Background: an optimization exercise with open tools, aiming at small area. Do not read the settings as production practice. The RTL was checked by simulation tests, not by an equivalence proof against the original design. Power is estimated from default activity; no workload was simulated.

==> module moving_average_v4, before the edit <==
module moving_average_v4 #(
    parameter DATA_WIDTH = 16
) (
    input wire clk,
    input wire rst_n,
    input wire enable,
    input wire data_refresh,
    input wire output_refresh_mode,
    input wire signed [DATA_WIDTH-1:0] din,
    input wire [2:0] mode,
    output reg signed [DATA_WIDTH-1:0] dout,
    output reg output_pulse
);
reg [15:0] h [1:16];
reg [3:0] c;
reg full;
reg [18:0] r7;
reg [19:0] r16;
wire we = enable & data_refresh;
wire wen = ~we;
wire v1 = full | (c != 4'd0);
wire v2 = full | (c >= 4'd2);
wire v3 = full | (c >= 4'd3);
wire v7 = full | (c >= 4'd7);
wire [15:0] h1m  = v1 ? h[1] : 16'd0;
wire [15:0] h2m  = (v2 && mode[1]) ? h[2] : 16'd0;
wire [15:0] h3m  = (v3 && mode[1] && mode[0]) ? h[3] : 16'd0;
wire [15:0] h7m  = v7 ? h[7] : 16'd0;
wire [15:0] h16m = full ? h[16] : 16'd0;
wire [15:0] t7  = we ? h7m : din;
wire [15:0] t16 = we ? h16m : din;
genvar k;
wire [15:0] p0, q0, p1, q1;
wire [15:0] s16;
wire [16:0] ca;
generate
    for (k = 0; k < 16; k = k + 1) begin : g_s16
        fa u_r0 (.a(din[k]), .b(h1m[k]), .ci(h2m[k]), .s(p0[k]), .co(q0[k]));
        if (k == 0) begin : b0
            assign q1[0] = p0[0] & h3m[0];
            assign p1[0] = 1'b0;
            assign s16[0] = 1'b0;
            assign ca[1] = 1'b0;
        end else begin : bk
            fa u_r1 (.a(p0[k]), .b(q0[k-1]), .ci(h3m[k]), .s(p1[k]), .co(q1[k]));
            if (k == 1) begin : b1
                assign s16[1] = p1[1] ^ q1[0];
                assign ca[2] = p1[1] & q1[0];
            end else begin : bc
                fa u_a (.a(p1[k]), .b(q1[k-1]), .ci(ca[k]), .s(s16[k]), .co(ca[k+1]));
            end
        end
    end
endgenerate
wire [18:0] dinx7 = {{3{din[15]}}, din};
wire [18:0] nt7 = ~{{3{t7[15]}}, t7};
wire [18:0] s8, r7n;
wire [19:0] cb, cc;
assign s8[0] = r7[0] ^ din[0];
assign cb[1] = r7[0] & din[0];
assign r7n[0] = s8[0] ^ t7[0];
assign cc[1] = s8[0] | nt7[0];
generate
    for (k = 1; k < 19; k = k + 1) begin : g_s8
        fa u_a (.a(r7[k]), .b(dinx7[k]), .ci(cb[k]), .s(s8[k]), .co(cb[k+1]));
        fa u_b (.a(s8[k]), .b(nt7[k]), .ci(cc[k]), .s(r7n[k]), .co(cc[k+1]));
    end
endgenerate
wire [19:0] dinx16 = {{4{din[15]}}, din};
wire [19:0] nt16 = ~{{4{t16[15]}}, t16};
wire [19:0] p2, q2, r16n;
wire [20:0] cd;
generate
    for (k = 0; k < 20; k = k + 1) begin : g_r16
        fa u_r (.a(r16[k]), .b(dinx16[k]), .ci(nt16[k]), .s(p2[k]), .co(q2[k]));
        if (k == 0) begin : b0
            assign r16n[0] = ~p2[0];
            assign cd[1] = p2[0];
        end else begin : bk
            fa u_a (.a(p2[k]), .b(q2[k-1]), .ci(cd[k]), .s(r16n[k]), .co(cd[k+1]));
        end
    end
endgenerate
wire [15:0] hd [1:16];
wire [15:0] hsrc [1:16];
assign hsrc[1] = din;
genvar g;
generate
    for (g = 1; g <= 16; g = g + 1) begin : gh
        if (g > 1) begin : gs
            assign hsrc[g] = h[g-1];
        end
        for (k = 0; k < 16; k = k + 1) begin : gb
            sel2 u_s (.s(we), .sn(wen), .a(hsrc[g][k]), .b(h[g][k]), .y(hd[g][k]));
        end
    end
endgenerate
integer i;
always @(posedge clk) begin
    for (i = 1; i <= 16; i = i + 1) h[i] <= hd[i];
end
wire e_din = enable & ((mode == 3'b000) | (mode[2] & mode[1]));
wire e_1   = enable & (mode == 3'b001);
wire e_23  = enable & (mode[2:1] == 2'b01);
wire e_4   = enable & (mode == 3'b100);
wire e_5   = enable & (mode == 3'b101);
wire e_h   = ~enable;
wire [15:0] m1  = {s16[15], s16[15:1]};
wire [15:0] m23 = {{2{s16[15]}}, s16[15:2]};
wire [15:0] dn;
generate
    for (k = 0; k < 16; k = k + 1) begin : g_out
        wire y0, y1;
        ao3n u_o0 (.a0(e_din), .b0(din[k]), .a1(e_1), .b1(m1[k]), .a2(e_23), .b2(m23[k]), .y(y0));
        ao3n u_o1 (.a0(e_4), .b0(s8[k+3]), .a1(e_5), .b1(r16[k+4]), .a2(e_h), .b2(dout[k]), .y(y1));
        assign dn[k] = ~(y0 & y1);
    end
endgenerate
always @(posedge clk or negedge rst_n) begin
    if (!rst_n) begin
        c <= 4'd0;
        full <= 1'b0;
        r7 <= 19'd0;
        r16 <= 20'd0;
        dout <= 16'd0;
        output_pulse <= 1'b0;
    end else begin
        r7 <= r7n;
        r16 <= r16n;
        dout <= dn;
        if (enable) begin
            if (data_refresh) begin
                c <= c + 4'd1;
                if (c == 4'd15) full <= 1'b1;
            end
            if (!data_refresh)
                output_pulse <= 1'b0;
            else if (output_refresh_mode)
                output_pulse <= 1'b1;
            else
                case (mode)
                    3'b001: output_pulse <= c[0];
                    3'b010: output_pulse <= (c[1:0] == 2'b10);
                    3'b011: output_pulse <= (c[1:0] == 2'b11);
                    3'b100: output_pulse <= (c[2:0] == 3'b111);
                    3'b101: output_pulse <= (c == 4'b1111);
                    default: output_pulse <= 1'b1;
                endcase
        end
    end
end
endmodule
Settings: LEC_CHECK=0, CAP_MARGIN=20, CORE_MARGIN=2, CORE_UTILIZATION=70, PLACE_DENSITY=0.8, SLEW_MARGIN=20, SYNTH_HIERARCHICAL=1; clock period 11.0 ns.
standard.sh (not shown) runs the stock make flow with config.mk's settings and CLKGATE_MAP_FILE= SYNTH_SCRIPT=/design/flow/synth_recipe.tcl, a recipe that flattens the netlist after the stock synthesis.
==> flow/flow/run.sh <==
#!/bin/bash
# Standard layout, with smaller port buffers and a clock tree without dummy loads.
set -e
export BUFFER_PORTS_ARGS="-buffer_cell sky130_fd_sc_hd__buf_1"
export CTS_ARGS="-sink_clustering_enable -repair_clock_nets -sink_clustering_size 18 -sink_clustering_max_diameter 55 -buf_list sky130_fd_sc_hd__clkbuf_8 -dont_use_dummy_load"
bash standard.sh > standard.log 2>&1
Change:
--- a/flow/design.v
+++ b/flow/design.v
@@ -65,23 +65,29 @@
     for (k = 1; k < 19; k = k + 1) begin : g_s8
         fa u_a (.a(r7[k]), .b(dinx7[k]), .ci(cb[k]), .s(s8[k]), .co(cb[k+1]));
         fa u_b (.a(s8[k]), .b(nt7[k]), .ci(cc[k]), .s(r7n[k]), .co(cc[k+1]));
     end
 endgenerate
-wire [19:0] dinx16 = {{4{din[15]}}, din};
-wire [19:0] nt16 = ~{{4{t16[15]}}, t16};
-wire [19:0] p2, q2, r16n;
+wire [15:0] nt16 = ~t16;
+wire [16:0] d;
+wire [16:0] ce;
+wire [19:0] r16n;
 wire [20:0] cd;
+assign d[0] = ~(din[0] ^ nt16[0]);
+assign ce[1] = din[0] | nt16[0];
 generate
-    for (k = 0; k < 20; k = k + 1) begin : g_r16
-        fa u_r (.a(r16[k]), .b(dinx16[k]), .ci(nt16[k]), .s(p2[k]), .co(q2[k]));
-        if (k == 0) begin : b0
-            assign r16n[0] = ~p2[0];
-            assign cd[1] = p2[0];
-        end else begin : bk
-            fa u_a (.a(p2[k]), .b(q2[k-1]), .ci(cd[k]), .s(r16n[k]), .co(cd[k+1]));
-        end
+    for (k = 1; k < 16; k = k + 1) begin : g_d
+        fa u_d (.a(din[k]), .b(nt16[k]), .ci(ce[k]), .s(d[k]), .co(ce[k+1]));
+    end
+endgenerate
+assign d[16] = din[15] ^ nt16[15] ^ ce[16];
+wire [19:0] dx = {{3{d[16]}}, d};
+assign r16n[0] = r16[0] ^ d[0];
+assign cd[1] = r16[0] & d[0];
+generate
+    for (k = 1; k < 20; k = k + 1) begin : g_r16
+        fa u_a (.a(r16[k]), .b(dx[k]), .ci(cd[k]), .s(r16n[k]), .co(cd[k+1]));
     end
 endgenerate
 wire [15:0] hd [1:16];
 wire [15:0] hsrc [1:16];
 assign hsrc[1] = din;
After rerunning: Setup slack is worse by 0.23 ns. Cell area is about the same. Global-route usage went up by 0.55 points. Utilization barely changes. Non-clock buffer count rose by 1. Wire length rises slightly. Sequential power stays flat. Worst hold slack is better by 0.0035 ns. Die area falls slightly. Critical path depth grows by 3.


The RTL this note starts from:
==> flow/design.v <==
`timescale 1ns / 1ps
module moving_average_v4 #(
    parameter DATA_WIDTH = 16
) (
    input wire clk,
    input wire rst_n,
    input wire enable,
    input wire data_refresh,
    input wire output_refresh_mode,
    input wire signed [DATA_WIDTH-1:0] din,
    input wire [2:0] mode,
    output reg signed [DATA_WIDTH-1:0] dout,
    output reg output_pulse
);
reg [15:0] h [1:16];
reg [3:0] c;
reg full;
reg [18:0] r7;
reg [19:0] r16;
wire we = enable & data_refresh;
wire wen = ~we;
wire v1 = full | (c != 4'd0);
wire v2 = full | (c >= 4'd2);
wire v3 = full | (c >= 4'd3);
wire v7 = full | (c >= 4'd7);
wire g1 = v1;
wire g2 = v2 & mode[1];
wire g3 = v3 & mode[1] & mode[0];
wire [15:0] h1m, h2m, h3m;
genvar j;
generate
    for (j = 0; j < 16; j = j + 1) begin : g_m
        an2 u_m1 (.a(g1), .b(h[1][j]), .y(h1m[j]));
        an2 u_m2 (.a(g2), .b(h[2][j]), .y(h2m[j]));
        an2 u_m3 (.a(g3), .b(h[3][j]), .y(h3m[j]));
    end
endgenerate
wire [15:0] h7m  = v7 ? h[7] : 16'd0;
wire [15:0] h16m = full ? h[16] : 16'd0;
wire [15:0] t7  = we ? h7m : din;
wire [15:0] t16 = we ? h16m : din;
genvar k;
wire [15:0] p0, q0, p1, q1;
wire [15:0] s16;
wire [16:0] ca;
generate
    for (k = 0; k < 16; k = k + 1) begin : g_s16
        fa u_r0 (.a(din[k]), .b(h1m[k]), .ci(h2m[k]), .s(p0[k]), .co(q0[k]));
        if (k == 0) begin : b0
            assign q1[0] = p0[0] & h3m[0];
            assign p1[0] = 1'b0;
            assign s16[0] = 1'b0;
            assign ca[1] = 1'b0;
        end else begin : bk
            fa u_r1 (.a(p0[k]), .b(q0[k-1]), .ci(h3m[k]), .s(p1[k]), .co(q1[k]));
            if (k == 1) begin : b1
                assign s16[1] = p1[1] ^ q1[0];
                assign ca[2] = p1[1] & q1[0];
            end else begin : bc
                fa u_a (.a(p1[k]), .b(q1[k-1]), .ci(ca[k]), .s(s16[k]), .co(ca[k+1]));
            end
        end
    end
endgenerate
wire [18:0] dinx7 = {{3{din[15]}}, din};
wire [18:0] nt7 = ~{{3{t7[15]}}, t7};
wire [18:0] s8, r7n;
wire [19:0] cb, cc;
assign s8[0] = r7[0] ^ din[0];
assign cb[1] = r7[0] & din[0];
assign r7n[0] = s8[0] ^ t7[0];
assign cc[1] = s8[0] | nt7[0];
generate
    for (k = 1; k < 19; k = k + 1) begin : g_s8
        fa u_a (.a(r7[k]), .b(dinx7[k]), .ci(cb[k]), .s(s8[k]), .co(cb[k+1]));
        fa u_b (.a(s8[k]), .b(nt7[k]), .ci(cc[k]), .s(r7n[k]), .co(cc[k+1]));
    end
endgenerate
wire [15:0] nt16 = ~t16;
wire [16:0] d;
wire [16:0] ce;
wire [19:0] r16n;
wire [20:0] cd;
assign d[0] = ~(din[0] ^ nt16[0]);
assign ce[1] = din[0] | nt16[0];
generate
    for (k = 1; k < 16; k = k + 1) begin : g_d
        fa u_d (.a(din[k]), .b(nt16[k]), .ci(ce[k]), .s(d[k]), .co(ce[k+1]));
    end
endgenerate
assign d[16] = din[15] ^ nt16[15] ^ ce[16];
wire [19:0] dx = {{3{d[16]}}, d};
assign r16n[0] = r16[0] ^ d[0];
assign cd[1] = r16[0] & d[0];
generate
    for (k = 1; k < 20; k = k + 1) begin : g_r16
        fa u_a (.a(r16[k]), .b(dx[k]), .ci(cd[k]), .s(r16n[k]), .co(cd[k+1]));
    end
endgenerate
wire [15:0] hd [1:16];
wire [15:0] hsrc [1:16];
assign hsrc[1] = din;
genvar g;
generate
    for (g = 1; g <= 16; g = g + 1) begin : gh
        if (g > 1) begin : gs
            assign hsrc[g] = h[g-1];
        end
        for (k = 0; k < 16; k = k + 1) begin : gb
            sel2 u_s (.s(we), .sn(wen), .a(hsrc[g][k]), .b(h[g][k]), .y(hd[g][k]));
        end
    end
endgenerate
integer i;
always @(posedge clk) begin
    for (i = 1; i <= 16; i = i + 1) h[i] <= hd[i];
end
wire e_din = enable & ((mode == 3'b000) | (mode[2] & mode[1]));
wire e_1   = enable & (mode == 3'b001);
wire e_23  = enable & (mode[2:1] == 2'b01);
wire e_4   = enable & (mode == 3'b100);
wire e_5   = enable & (mode == 3'b101);
wire e_h   = ~enable;
wire [15:0] m1  = {s16[15], s16[15:1]};
wire [15:0] m23 = {{2{s16[15]}}, s16[15:2]};
wire [15:0] dn;
generate
    for (k = 0; k < 16; k = k + 1) begin : g_out
        wire y0, y1;
        ao3n u_o0 (.a0(e_din), .b0(din[k]), .a1(e_1), .b1(m1[k]), .a2(e_23), .b2(m23[k]), .y(y0));
        ao3n u_o1 (.a0(e_4), .b0(s8[k+3]), .a1(e_5), .b1(r16[k+4]), .a2(e_h), .b2(dout[k]), .y(y1));
        assign dn[k] = ~(y0 & y1);
    end
endgenerate
always @(posedge clk or negedge rst_n) begin
    if (!rst_n) begin
        c <= 4'd0;
        full <= 1'b0;
        r7 <= 19'd0;
        r16 <= 20'd0;
        dout <= 16'd0;
        output_pulse <= 1'b0;
    end else begin
        r7 <= r7n;
        r16 <= r16n;
        dout <= dn;
        if (enable) begin
            if (data_refresh) begin
                c <= c + 4'd1;
                if (c == 4'd15) full <= 1'b1;
            end
            if (!data_refresh)
                output_pulse <= 1'b0;
            else if (output_refresh_mode)
                output_pulse <= 1'b1;
            else
                case (mode)
                    3'b001: output_pulse <= c[0];
                    3'b010: output_pulse <= (c[1:0] == 2'b10);
                    3'b011: output_pulse <= (c[1:0] == 2'b11);
                    3'b100: output_pulse <= (c[2:0] == 3'b111);
                    3'b101: output_pulse <= (c == 4'b1111);
                    default: output_pulse <= 1'b1;
                endcase
        end
    end
end
endmodule
module fa (
    input wire a,
    input wire b,
    input wire ci,
    output wire s,
    output wire co
);
assign s = a ^ b ^ ci;
assign co = (a & b) | (a & ci) | (b & ci);
endmodule
module sel2 (
    input wire s,
    input wire sn,
    input wire a,
    input wire b,
    output wire y
);
assign y = (s & a) | (sn & b);
endmodule
module ao3n (
    input wire a0, input wire b0,
    input wire a1, input wire b1,
    input wire a2, input wire b2,
    output wire y
);
assign y = ~((a0 & b0) | (a1 & b1) | (a2 & b2));
endmodule
module an2 (
    input wire a,
    input wire b,
    output wire y
);
assign y = a & b;
endmodule
clock: 11.0 ns
lec_check: 0
cap_margin: 20
core_margin: 2
core_utilization: 70
place_density: 0.8
slew_margin: 20
synth_hierarchical: 1
==> flow/flow/run.sh <==
#!/bin/bash
# Standard layout, with smaller port buffers and a clock tree without dummy loads.
set -e
export BUFFER_PORTS_ARGS="-buffer_cell sky130_fd_sc_hd__buf_1"
export CTS_ARGS="-sink_clustering_enable -repair_clock_nets -sink_clustering_size 20 -sink_clustering_max_diameter 60 -buf_list sky130_fd_sc_hd__clkbuf_8 -dont_use_dummy_load"
bash standard.sh > standard.log 2>&1
The baseline completed without violations.
Next try:
--- a/flow/design.v
+++ b/flow/design.v
@@ -23,18 +23,9 @@
 wire v2 = full | (c >= 4'd2);
 wire v3 = full | (c >= 4'd3);
 wire v7 = full | (c >= 4'd7);
-wire g1 = v1;
-wire g2 = v2 & mode[1];
-wire g3 = v3 & mode[1] & mode[0];
-wire [15:0] h1m, h2m, h3m;
-genvar j;
-generate
-    for (j = 0; j < 16; j = j + 1) begin : g_m
-        an2 u_m1 (.a(g1), .b(h[1][j]), .y(h1m[j]));
-        an2 u_m2 (.a(g2), .b(h[2][j]), .y(h2m[j]));
-        an2 u_m3 (.a(g3), .b(h[3][j]), .y(h3m[j]));
-    end
-endgenerate
+wire [15:0] h1m  = v1 ? h[1] : 16'd0;
+wire [15:0] h2m  = (v2 && mode[1]) ? h[2] : 16'd0;
+wire [15:0] h3m  = (v3 && mode[1] && mode[0]) ? h[3] : 16'd0;
 wire [15:0] h7m  = v7 ? h[7] : 16'd0;
 wire [15:0] h16m = full ? h[16] : 16'd0;
 wire [15:0] t7  = we ? h7m : din;
@@ -76,25 +67,19 @@
         fa u_b (.a(s8[k]), .b(nt7[k]), .ci(cc[k]), .s(r7n[k]), .co(cc[k+1]));
     end
 endgenerate
-wire [15:0] nt16 = ~t16;
-wire [16:0] d;
-wire [16:0] ce;
-wire [19:0] r16n;
+wire [19:0] dinx16 = {{4{din[15]}}, din};
+wire [19:0] nt16 = ~{{4{t16[15]}}, t16};
+wire [19:0] p2, q2, r16n;
 wire [20:0] cd;
-assign d[0] = ~(din[0] ^ nt16[0]);
-assign ce[1] = din[0] | nt16[0];
 generate
-    for (k = 1; k < 16; k = k + 1) begin : g_d
-        fa u_d (.a(din[k]), .b(nt16[k]), .ci(ce[k]), .s(d[k]), .co(ce[k+1]));
-    end
-endgenerate
-assign d[16] = din[15] ^ nt16[15] ^ ce[16];
-wire [19:0] dx = {{3{d[16]}}, d};
-assign r16n[0] = r16[0] ^ d[0];
-assign cd[1] = r16[0] & d[0];
-generate
-    for (k = 1; k < 20; k = k + 1) begin : g_r16
-        fa u_a (.a(r16[k]), .b(dx[k]), .ci(cd[k]), .s(r16n[k]), .co(cd[k+1]));
+    for (k = 0; k < 20; k = k + 1) begin : g_r16
+        fa u_r (.a(r16[k]), .b(dinx16[k]), .ci(nt16[k]), .s(p2[k]), .co(q2[k]));
+        if (k == 0) begin : b0
+            assign r16n[0] = ~p2[0];
+            assign cd[1] = p2[0];
+        end else begin : bk
+            fa u_a (.a(p2[k]), .b(q2[k-1]), .ci(cd[k]), .s(r16n[k]), .co(cd[k+1]));
+        end
     end
 endgenerate
 wire [15:0] hd [1:16];
@@ -193,10 +178,3 @@
 );
 assign y = ~((a0 & b0) | (a1 & b1) | (a2 & b2));
 endmodule
-module an2 (
-    input wire a,
-    input wire b,
-    output wire y
-);
-assign y = a & b;
-endmodule
Result: Final area hardly moves; sequential power hardly moves; routed wire length stays flat; maximum frequency rose by 2.7%; global-route usage is lower by 0.44 points; first-iteration DRC count goes up by 7.0%; die area goes up by 0.57%; sequential cell count is unchanged; synthesized cell count goes down by 0.34%; hold slack gets worse by 22 ps; via count goes up by 0.48%.

-- static timing again, ports no longer ideal --
The results above use ideal ports. As a check the final layouts listed here were re-extracted and re-timed, cells and wires unchanged.
Step 1: set_driving_cell puts a clkbuf_16 on clk and a buf_2 on each other input, an assumption about the parent block.
Step 2 also shifts input and output timing later by t, the mid clock arrival at the registers, as if the neighbouring blocks saw the same clock.
Three values: ideal ports, drivers, drivers and shift; two values: the first two.
run | shift t [ns] | slack for setup (ns) | clock arrival spread, ns | slew at the worst register clock pin (ns)
the first run of note 1 | 0.593 | 0.570 / 0.588 / -0.006 | 0.057 / 0.057 | 0.11 / 0.11
the second run of note 1 | 0.581 | 0.339 / 0.354 / -0.226 | 0.055 / 0.055 | 0.10 / 0.10
the first run of note 2 | 0.569 | 0.275 / 0.286 / -0.283 | 0.026 / 0.026 | 0.12 / 0.12
the second run of note 2 | 0.569 | 0.557 / 0.570 / 0.001 | 0.046 / 0.046 | 0.12 / 0.12
Met with ideal ports but missed after step 2: setup timing in the first run of note 1, the second run of note 1 and the first run of note 2. The setup slack of the first run of note 1, which loses most, moves by +0.018 ns with the drivers and by -0.576 ns with both steps.
